Source: an optimization exercise on an open RTL-to-GDS flow (aim: small area). Production flows keep margins and buffers that such runs may drop.
The RTL was checked by simulation tests, not by an equivalence proof against the original design.

## maple
## FNDCounter
module FNDCounter(clk, rstn, clksel, ld, ld_val, seg, an);
    input clk;
    input rstn;
    input clksel;
    input ld;            
    input [31:0] ld_val;
    output [6:0] seg;    
    output [7:0] an;     
    reg [31:0] fndcnt;   
    reg [2:0]  fndsel;   
    wire fndovf1, fndovf2, refreshovf;
    Counter24 #(.W(20), .TAP(17), .JBIT(19), .TVAL(20'h71d94), .IVAL(20'h31d94)) fctr1(clk, rstn, fndovf1);
    Counter24 #(.W(19), .TAP(7),  .JBIT(3),  .TVAL(19'h28284), .IVAL(19'h28280)) fctr2(clk, rstn, fndovf2);
    Counter24 #(.W(17), .TAP(14), .JBIT(0),  .TVAL(17'h15c38), .IVAL(17'h05c38)) rctr(clk, rstn, refreshovf);
    BCDDecoder dec(.n(fndcnt), .an(an), .seg(seg));
    wire fndovf = clksel ? fndovf2 : fndovf1;
    assign an = ~(8'b1 << fndsel);
    wire [32:0] carry;
    assign carry[0] = fndovf;
    genvar i;
    generate
        for (i = 0; i < 32; i = i + 1) begin : inc
            assign carry[i+1] = carry[i] & fndcnt[i];
        end
    endgenerate
    always @(posedge clk or negedge rstn) begin
        if (!rstn)
            fndcnt <= 0;
        else
            fndcnt <= ld ? ld_val : (fndcnt ^ carry[31:0]);
    end
    always @(posedge clk or negedge rstn) begin
        if (!rstn)
            fndsel <= 0;
        else if (refreshovf)
            fndsel <= fndsel + 1;
    end
endmodule
==> flow/config.mk <==
export PLATFORM = sky130hd
export DESIGN_NAME = FNDCounter
export DESIGN_NICKNAME = FNDCounter
export VERILOG_FILES = /design/flow/design.v
export SDC_FILE = /design/flow/constraint.sdc
export NUM_CORES = 4
export LEC_CHECK = 0
export ABC_AREA = 1
export CAP_MARGIN = 20
export CORE_MARGIN = 2
export CORE_UTILIZATION = 40
export CTS_BUF_LIST = sky130_fd_sc_hd__clkbuf_8
export SLEW_MARGIN = 20
==> flow/constraint.sdc <==
create_clock -name core_clock -period 150.0 [get_ports {clk}]
set_input_delay 30.0000 -clock core_clock [delete_from_list [all_inputs] [get_ports {clk}]]
set_output_delay 30.0000 -clock core_clock [all_outputs]
set_load 0.01 [all_outputs]
standard.sh (not shown) runs the stock make flow with config.mk's settings and CLKGATE_MAP_FILE= SYNTH_SCRIPT=/design/flow/synth_recipe.tcl, a recipe that flattens the netlist after the stock synthesis.
==> flow/flow/run.sh <==
#!/bin/bash
# Layout flow: the standard flow, except that
#  - synthesis maps the logic with an area-only ABC script (flow/abc_area.script)
#    in place of ORFS's abc_area.script, which sizes cells up for speed, and
#    without mapping adders to sky130 half/full adder cells (ADDER_MAP_FILE empty),
#    so that ABC optimizes that logic with the rest;
#  - ports are buffered with sky130_fd_sc_hd__buf_1.
# Synthesis itself is ORFS's (synth_recipe.tcl), so registers keep their names and cells.
set -euo pipefail
W=$(pwd)
rm -rf "$W/scripts_custom"
cp -r "$FLOW_HOME/scripts" "$W/scripts_custom"
cp "$W/flow/abc_area.script" "$W/scripts_custom/abc_area.script"
bash standard.sh synth "SCRIPTS_DIR=$W/scripts_custom" "ADDER_MAP_FILE=" > "$W/synth.log" 2>&1
bash standard.sh finish "BUFFER_PORTS_ARGS=-buffer_cell sky130_fd_sc_hd__buf_1" > "$W/finish.log" 2>&1
==> flow/flow/abc_area.script <==
strash
dc2
&get -n
&deepsyn -T 30
&put
dc2
dch -f
amap
topo
Relative to maple, the following input files were edited for cedar:
--- a/flow/design.v
+++ b/flow/design.v
@@ -473,41 +473,29 @@
     wire [2:0] m30_6;
     wire c30_6;
     assign {c30_6, m30_6} = fa(m29_6, c29_5);
     wire [2:0] m30_7;
     wire c30_7;
     assign {c30_7, m30_7} = fa(m29_7, c29_6);
-    wire [2:0] m31_0;
-    wire c31_0;
-    assign {c31_0, m31_0} = fb(m30_0, n[1]);
-    wire [2:0] m31_1;
-    wire c31_1;
-    assign {c31_1, m31_1} = fb(m30_1, c30_0);
-    wire [2:0] m31_2;
-    wire c31_2;
-    assign {c31_2, m31_2} = fb(m30_2, c30_1);
-    wire [2:0] m31_3;
-    wire c31_3;
-    assign {c31_3, m31_3} = fb(m30_3, c30_2);
-    wire [2:0] m31_4;
-    wire c31_4;
-    assign {c31_4, m31_4} = fb(m30_4, c30_3);
-    wire [2:0] m31_5;
-    wire c31_5;
-    assign {c31_5, m31_5} = fb(m30_5, c30_4);
-    wire [2:0] m31_6;
-    wire c31_6;
-    assign {c31_6, m31_6} = fb(m30_6, c30_5);
-    wire [2:0] m31_7;
-    wire c31_7;
-    assign {c31_7, m31_7} = fb(m30_7, c30_6);
-    wire [3:0] dsel;   
-    assign dsel[0] = (~an[0] & m31_0[0]) | (~an[1] & m31_1[0]) | (~an[2] & m31_2[0]) | (~an[3] & m31_3[0]) | (~an[4] & m31_4[0]) | (~an[5] & m31_5[0]) | (~an[6] & m31_6[0]) | (~an[7] & m31_7[0]);
-    assign dsel[1] = (~an[0] & m31_0[1]) | (~an[1] & m31_1[1]) | (~an[2] & m31_2[1]) | (~an[3] & m31_3[1]) | (~an[4] & m31_4[1]) | (~an[5] & m31_5[1]) | (~an[6] & m31_6[1]) | (~an[7] & m31_7[1]);
-    assign dsel[2] = (~an[0] & m31_0[2]) | (~an[1] & m31_1[2]) | (~an[2] & m31_2[2]) | (~an[3] & m31_3[2]) | (~an[4] & m31_4[2]) | (~an[5] & m31_5[2]) | (~an[6] & m31_6[2]) | (~an[7] & m31_7[2]);
-    assign dsel[3] = (~an[0] & n[0]) | (~an[1] & c31_0) | (~an[2] & c31_1) | (~an[3] & c31_2) | (~an[4] & c31_3) | (~an[5] & c31_4) | (~an[6] & c31_5) | (~an[7] & c31_6);
+    wire [2:0] ms;    
+    wire ls;          
+    wire lf;          
+    wire [3:0] t0 = fb(m30_0, n[1]);   
+    wire [3:0] t1 = fb(m30_1, c30_0);   
+    wire [3:0] t2 = fb(m30_2, c30_1);   
+    wire [3:0] t3 = fb(m30_3, c30_2);   
+    wire [3:0] t4 = fb(m30_4, c30_3);   
+    wire [3:0] t5 = fb(m30_5, c30_4);   
+    wire [3:0] t6 = fb(m30_6, c30_5);   
+    assign ms[0] = (~an[0] & m30_0[0]) | (~an[1] & m30_1[0]) | (~an[2] & m30_2[0]) | (~an[3] & m30_3[0]) | (~an[4] & m30_4[0]) | (~an[5] & m30_5[0]) | (~an[6] & m30_6[0]) | (~an[7] & m30_7[0]);
+    assign ms[1] = (~an[0] & m30_0[1]) | (~an[1] & m30_1[1]) | (~an[2] & m30_2[1]) | (~an[3] & m30_3[1]) | (~an[4] & m30_4[1]) | (~an[5] & m30_5[1]) | (~an[6] & m30_6[1]) | (~an[7] & m30_7[1]);
+    assign ms[2] = (~an[0] & m30_0[2]) | (~an[1] & m30_1[2]) | (~an[2] & m30_2[2]) | (~an[3] & m30_3[2]) | (~an[4] & m30_4[2]) | (~an[5] & m30_5[2]) | (~an[6] & m30_6[2]) | (~an[7] & m30_7[2]);
+    assign ls = (~an[0] & n[1]) | (~an[1] & c30_0) | (~an[2] & c30_1) | (~an[3] & c30_2) | (~an[4] & c30_3) | (~an[5] & c30_4) | (~an[6] & c30_5) | (~an[7] & c30_6);
+    assign lf = (~an[0] & n[0]) | (~an[1] & t0[3]) | (~an[2] & t1[3]) | (~an[3] & t2[3]) | (~an[4] & t3[3]) | (~an[5] & t4[3]) | (~an[6] & t5[3]) | (~an[7] & t6[3]);
+    wire [3:0] sa = fb(ms, ls);
+    wire [3:0] dsel = {lf, sa[2:0]};   
     reg [6:0] segr;
     assign seg = segr;
     always @(*) begin
         case (dsel)
             4'd0: segr = 7'b0110010;
             4'd1: segr = 7'b0010010;
Results
- The flow did not stop early for cedar: all stages ran, and the layout cleared the timing, design-rule and antenna checks.
- Largest clock skew in the final design essentially unchanged between cedar and maple.
- Taking maple as the reference, in cedar longest individual stage delay on the worst path decreased 0.08 ns, worst reg2reg path depth rose 3.7%, average detailed-routed wire length per instance went up 4.3%, worst setup slack went down, final cell count has decreased.
- The run showing the greater register-to-register path setup slack is maple.
- On cedar: layout overhead on the synthesized area is 0.29 points higher than what maple gave.
- A end point of the critical path of seg[6] is what maple shows, while seg[5] belongs to cedar.
- Side by side, synthesized cell count turned out lower in cedar than in maple.
- Re share of the final layout cell area in sequential cells: cedar and maple aren't equal, and the higher value belongs to cedar.
- Final core utilization delta for cedar relative to maple: 0.31 points lower
- The lower cell area of cedar and maple is in cedar.

-- afterwards: timing with drivers on the ports --
In the flow no input, the clock included, has a driving cell. The finished layouts below were timed again as built, in two steps. Step 1 (the two cells are an assumption about what drives the block):
set clk [get_ports {clk}]
set_driving_cell -lib_cell sky130_fd_sc_hd__clkbuf_16 $clk
set_driving_cell -lib_cell sky130_fd_sc_hd__buf_2 [delete_from_list [all_inputs] $clk]
Step 2 also shifts input and output timing later by t, the mid clock arrival at the registers, as if the neighbouring blocks saw the same clock. Slacks: ideal / step 1 / step 2; pairs: ideal / step 1.
run	t, ns	setup slack, ns	worst hold slack (ns)	worst register clock-pin slew, ns	worst slew at a driven data input, ns
maple	0.416	106.095 / 106.053 / 106.469	0.364 / 0.364 / 0.364	0.12 / 0.12	0.03
cedar	0.426	105.825 / 105.780 / 106.207	0.349 / 0.349 / 0.349	0.11 / 0.11	0.04
After both steps setup and hold are still met in every run listed.
